From an optimization exercise on the open Yosys and OpenROAD flow, aimed at small area, a short achievable clock period and few clock cycles; shortcuts taken in it are not production practice.
RTL that was checked went through simulation tests only; none was proved equivalent to the original.
Power and IR drop assume default switching activity.

Design divider, start of the top module:
module divider
	# (parameter SIZE = 32)
   (input clk,
	input start,
	input reset,
	input [SIZE - 1:0] divisor, dividend,
	output reg error, done,
	output [SIZE - 1:0] quotient, remainder
	);
localparam [1:0] IDLE = 2'd0, NORM = 2'd1, ITER = 2'd2;
reg [1:0] state;
reg [SIZE-1:0] r, q, d;
reg [4:0] cnt;
reg [4:0] lz_d, lz_r;     
function [4:0] lzc;      
	input [SIZE-1:0] x;
	integer i;
	begin
		lzc = 5'd0;
		for (i = 0; i < SIZE; i = i + 1)
			if (x[i]) lzc = SIZE - 1 - i;
	end
endfunction
function [SIZE-1:0] smear;
	input [SIZE-1:0] x;
	integer i;
	begin
		smear = x;
		for (i = 1; i < SIZE; i = i * 2)
			smear = smear | (smear >> i);
	end
endfunction
wire [4:0] n = lz_d - lz_r;    
wire       dvsr_zero = (divisor == 0);
wire       q_zero = dvsr_zero | (|(divisor & ~smear(dividend)));
function [SIZE:0] sub_ks;      
	input [SIZE-1:0] a, b;
	reg [SIZE:0] g, p;
	integer k, s;
	begin
		g = {a & ~b, 1'b1};        
		p = {~(a ^ b), 1'b0};
		for (s = 1; s <= SIZE; s = s * 2)
			for (k = SIZE; k >= s; k = k - 1) begin
				g[k] = g[k] | (p[k] & g[k-s]);
				p[k] = p[k] & p[k-s];
			end
		sub_ks = {g[SIZE], ~(a ^ b) ^ g[SIZE-1:0]};
	end
endfunction
wire [SIZE:0] sres = sub_ks(r, d);
wire [SIZE-1:0] diff = sres[SIZE-1:0];
wire          ge = sres[SIZE];
assign quotient  = q;
assign remainder = r;
always @(posedge clk) begin
	if (reset) begin
		state <= IDLE;
		done  <= 1'b0;
		error <= 1'b0;
	end else begin
		done  <= 1'b0;
		error <= 1'b0;
		case (state)
			IDLE:
				if (start) begin
					done  <= q_zero;
					error <= dvsr_zero;
					if (!q_zero) state <= NORM;
				end
			NORM:
				state <= ITER;
			ITER:
				if (cnt == 0) begin
					state <= IDLE;
					done  <= 1'b1;
				end
			default:
				state <= IDLE;
		endcase
	end
end
wire idle = (state == IDLE);
wire take = ge & (state == ITER);
always @(posedge clk)
	r <= ({SIZE{idle}} & dividend) | ({SIZE{take}} & diff) | ({SIZE{~idle & ~take}} & r);
always @(posedge clk) begin
	lz_d <= lzc(divisor);
	lz_r <= lzc(dividend);
  ...
export LEC_CHECK = 0
export CAP_MARGIN = 20
export CORE_MARGIN = 2
export CORE_UTILIZATION = 40
export CTS_BUF_LIST = sky130_fd_sc_hd__clkbuf_8
export GPL_ROUTABILITY_DRIVEN = 0
export PLACE_DENSITY = 0.6
export SETUP_SLACK_MARGIN = 2.0
export SLEW_MARGIN = 20
export TNS_END_PERCENT = 0
create_clock -name core_clock -period 4.0 [get_ports {clk}]
standard.sh (not shown) runs the stock make flow with config.mk's settings and CLKGATE_MAP_FILE= SYNTH_SCRIPT=/design/flow/synth_recipe.tcl, a recipe that flattens the netlist after the stock synthesis.
==> flow/flow/run.sh <==
#!/bin/bash
set -euo pipefail
export BUFFER_PORTS_ARGS="-buffer_cell sky130_fd_sc_hd__buf_1"
bash standard.sh > standard.log 2>&1
Testbench counts at the start, summed over its fixed seeds: cycles 13,020.
Edit:
Settings changed: CORE_UTILIZATION 40 to 65, CTS_BUF_LIST sky130_fd_sc_hd__clkbuf_8 to unset, GPL_ROUTABILITY_DRIVEN 0 to unset, PLACE_DENSITY 0.6 to 0.8, SETUP_SLACK_MARGIN 2.0 to unset, TNS_END_PERCENT 0 to unset.
After rerunning: The changed run went through all stages and came out clean; utilization came out higher by 26 points; sequential share of layout area came out higher by 1.3 points; setup slack gets worse by 0.58 ns; clock-buffer cell count does not change; routed wire length came out lower by 8.1%; combinational power came out lower by 15%; die area came out lower by about 38%; area after synthesis is unchanged.
Edit:
==> flow/flow/run.sh (replaced) <==
#!/bin/bash
set -euo pipefail
export BUFFER_PORTS_ARGS="-buffer_cell sky130_fd_sc_hd__buf_1"
export CTS_ARGS="-sink_clustering_enable -repair_clock_nets -buf_list sky130_fd_sc_hd__clkbuf_8 -dont_use_dummy_load"
bash standard.sh > standard.log 2>&1
Settings changed: CORE_UTILIZATION 65 to 40, PLACE_DENSITY 0.8 to 0.75, SETUP_SLACK_MARGIN set to 2.0, TNS_END_PERCENT set to 0.
The changed run completed with no timing, DRC or antenna violations.
Worst hold slack degrades by 0.0091 ns.
Count of clock-buffer cells in the layout falls by 1.
Non-clock buffer count is higher by 39.
Wire length climbs by 12%.
Utilization shrinks by 26 points.
Worst setup slack is better by 0.58 ns.
Synthesized cell count is unchanged.
Edit:
==> flow/flow/run.sh (replaced) <==
#!/bin/bash
set -euo pipefail
export BUFFER_PORTS_ARGS="-buffer_cell sky130_fd_sc_hd__buf_1"
bash standard.sh > standard.log 2>&1
Settings changed: PLACE_DENSITY 0.75 to 0.6, SETUP_SLACK_MARGIN 2.0 to 0.5, TNS_END_PERCENT 0 to unset.
Outcome: The new run went through all stages and came out clean; design area goes down by 6.8%; combinational power goes down by 19%; fmax goes down by 15%; wire length goes down by 5.6%; synthesized area stays the same; clock skew goes down by 0.024 ns; power goes up by 3.6%.
Edit:
Settings changed: CTS_BUF_LIST set to sky130_fd_sc_hd__clkbuf_8, SETUP_SLACK_MARGIN 0.5 to 2.0, TNS_END_PERCENT set to 0.
What happened:
- The changed run produced a clean layout
- routed wire length grows by a few percent
- first-iteration DRC count shrinks by a quarter to a third
- hold slack hardly moves
- clock power shrinks by about a fifth
- cell area grows by a little under a tenth
- synthesized area does not change
- non-clock buffer count grows by 22
- total power grows by a few percent
- global-route usage grows by 0.54 points
- final cell count grows slightly
- count of clock-buffer cells in the layout is unchanged

* * *

try-quartz:
Another version of the RTL of divider (not shown whole).
Size in the first run: about 950 cells after synthesis, roughly 7700 um^2 of cells after synthesis.
export LEC_CHECK = 0
export CAP_MARGIN = 20
export CORE_MARGIN = 2
export CORE_UTILIZATION = 40
export CTS_BUF_LIST = sky130_fd_sc_hd__clkbuf_8
export PLACE_DENSITY = 0.6
export SLEW_MARGIN = 20
create_clock -name core_clock -period 4.0 [get_ports {clk}]
==> flow/flow/run.sh <==
#!/bin/bash
set -euo pipefail
export BUFFER_PORTS_ARGS="-buffer_cell sky130_fd_sc_hd__buf_1"
bash standard.sh > standard.log 2>&1
The following lists how try-xenon was set up differently from try-quartz:
Settings: an added TNS_END_PERCENT of 0; an added SETUP_SLACK_MARGIN of 2.0.
==> flow/flow/run.sh <==
#!/bin/bash
set -euo pipefail
export BUFFER_PORTS_ARGS="-buffer_cell sky130_fd_sc_hd__buf_1"
export CTS_ARGS="-sink_clustering_enable -repair_clock_nets -buf_list sky130_fd_sc_hd__clkbuf_8 -dont_use_dummy_load"
bash standard.sh > standard.log 2>&1
==> run summary <==
The count of vias placed by the detailed router of try-xenon exceeds that of try-quartz by about 1%.
On iteration count of the initial detailed-routing pass: between try-quartz and try-xenon, it ends up higher for try-xenon.
try-quartz → try-xenon: detailed placement HPWL went up by 0.79%; maximum single-stage delay on the critical path rose 0.02 ns.
Compared to try-quartz, the routing of try-xenon uses more wire.
The capture point of the critical path comes out r[12]$_DFF_P_ in one run and r[31]$_DFF_P_ in the other, namely in try-xenon and try-quartz respectively.
[compare] base=try-quartz new=try-xenon: sequential share of layout area saw a decrease; distinct cell type count after synthesis saw little to no change.
Across try-quartz and try-xenon, the outcome is the same: a clean finish for every run.
Function was not checked in any run of this note: the RTL went through the layout flow alone.

* * *

## run 4
Another version of the RTL of divider (not shown whole).
For scale: ~970 cells after synthesis, ~130 I/O pins, ~8100 µm² of cells after synthesis.
clock: 4.0 ns
lec_check: 0
cap_margin: 20
core_margin: 2
core_utilization: 40
place_density: 0.6
setup_slack_margin: 1.5
slew_margin: 20
==> flow/flow/run.sh <==
#!/bin/bash
set -euo pipefail
export BUFFER_PORTS_ARGS="-buffer_cell sky130_fd_sc_hd__buf_1"
bash standard.sh > standard.log 2>&1
Here is what was changed in the inputs of run 5 compared with run 4.
Settings: a deleted SETUP_SLACK_MARGIN that had been 1.5.
### Flow results
Run 5 went all the way through synthesis, placement and routing and the layout is clean on timing, DRC and antenna. Wire length of the first global-routing pass delta (run 5 − run 4): favourable. Fmax: higher on run 4. Summary of the comparison: routed metal-1 wire length is lower in run 5, relative to run 4. Re wire length: run 5 and run 4 aren't equal, and the higher value belongs to run 4. In the route summary, run 5 ends up with a via count below that of run 4. Delta (run 5 minus run 4): area taken by flip-flops and latches now smaller; total half-perimeter wirelength after legalization and detailed placement went down by about 2%; total track usage went down by 2.4 points; growth of design area from synthesis to finish lower.
No run of this note included a check of the RTL's function; only the layout flow was run.

* * *

== the baseline ==
divider, a different RTL version from the one above (not shown whole).
Size: roughly 960 cells after synthesis, ~110 flip-flops, roughly 130 I/O pins, ~8200 µm² of cells after synthesis.
==> flow/config.mk <==
export PLATFORM = sky130hd
export DESIGN_NAME = divider
export DESIGN_NICKNAME = divider
export VERILOG_FILES = /design/flow/design.v
export SDC_FILE = /design/flow/constraint.sdc
export NUM_CORES = 4
export LEC_CHECK = 0
export CAP_MARGIN = 20
export CORE_MARGIN = 2
export CORE_UTILIZATION = 40
export PLACE_DENSITY = 0.6
export SLEW_MARGIN = 20
==> flow/constraint.sdc <==
create_clock -name core_clock -period 4.0 [get_ports {clk}]
set_input_delay 0.8000 -clock core_clock [delete_from_list [all_inputs] [get_ports {clk}]]
set_output_delay 0.8000 -clock core_clock [all_outputs]
set_load 0.01 [all_outputs]
run.sh (not shown) runs the stock make flow with config.mk's settings and CLKGATE_MAP_FILE= SYNTH_SCRIPT=/design/flow/synth_recipe.tcl, a recipe that flattens the netlist after the stock synthesis.
Stock flow here: none of the scripts above is used.
The baseline: full flow OK, the timing, design-rule and antenna checks passed
Testbench counts of the baseline, summed over its fixed seeds: cycles 13,020.
Edits applied to the flow inputs when going from the baseline to the candidate:
==> flow/flow/run.sh (new file) <==
#!/bin/bash
set -euo pipefail
export BUFFER_PORTS_ARGS="-buffer_cell sky130_fd_sc_hd__buf_1"
bash standard.sh > standard.log 2>&1
==> flow/standard.sh (new file) <==
#!/bin/bash
# synth_recipe.tcl (not shown) runs the flow's synth.tcl, then flattens the netlist and writes it again
# the make line also repeats each setting of config.mk as NAME=value (left out here)
make -C /OpenROAD-flow-scripts/flow DESIGN_CONFIG=/design/flow/config.mk WORK_HOME=/design/flow/orfs CLKGATE_MAP_FILE= SYNTH_SCRIPT=/design/flow/synth_recipe.tcl "${@:-finish}"
removed: flow/run.sh
[summary]
The candidate gives less final period demand of the worst path than the baseline did.
Largest fanout on the critical path, the candidate and the baseline: smaller value in the baseline
In the candidate, the final design utilization came out 5.4 points below the value in the baseline.
For the post-placement worst setup slack, the candidate came in 370 ps higher than the baseline did.
There was hardly any difference in register-to-register slack between the candidate and the baseline.
For the reported clock group power, the candidate came in about 1% lower than the baseline did.
Per the comparison of the candidate with the baseline, global-route wire length before repair went down 2200 µm; via count decreased 195.

## afterwards: timing with drivers on the ports
Ports are ideal in the flow. The routed layouts listed here were re-timed in OpenROAD. Step 1 (the two cells are an assumption about what drives the block):
set clk [get_ports {clk}]
set_driving_cell -lib_cell sky130_fd_sc_hd__clkbuf_16 $clk
set_driving_cell -lib_cell sky130_fd_sc_hd__buf_2 [delete_from_list [all_inputs] $clk]
Step 2 times the ports against the registers' clock, not the clock port: input delays grow and output delays shrink by t, the midpoint of the rising clock arrivals with the driver on. a / b / c = ideal ports / drivers / drivers and shift; a / b = the first two.
run	t (ns)	setup WS [ns]	worst setup path at the end	latest minus earliest clock arrival (ns)	pins driven straight from the clock port
the first run of note 1	0.490	1.180 / 1.180 / 0.718	input to register	0.011 / 0.012	1
the second run of note 1	0.460	0.603 / 0.603 / 0.603	register to register	0.009 / 0.009	1
the third run of note 1	0.484	1.181 / 1.181 / 0.956	input to register	0.031 / 0.031	1
the fourth run of note 1	0.468	0.703 / 0.703 / 0.619	input to register	0.008 / 0.008	1
the fifth run of note 1	0.516	1.165 / 1.165 / 0.863	input to register	0.015 / 0.016	1
try-quartz	0.480	0.428 / 0.428 / 0.141	input to register	0.016 / 0.015	1
try-xenon	0.468	0.789 / 0.786 / 0.319	input to register	0.027 / 0.027	1
run 4	0.422	0.751 / 0.757 / 0.334	input to register	0.015 / 0.015	1
run 5	0.402	0.426 / 0.426 / 0.159	input to register	0.017 / 0.017	1
the baseline	0.413	0.312 / 0.332 / -0.082	input to register	0.009 / 0.009	1
the candidate	0.411	0.471 / 0.471 / 0.295	input to register	0.009 / 0.009	1
With both steps, setup timing fails in the baseline, where it was met with ideal ports. For try-xenon, which loses most, drivers alone change the setup slack by -0.003 ns; drivers and shift together by -0.470 ns.
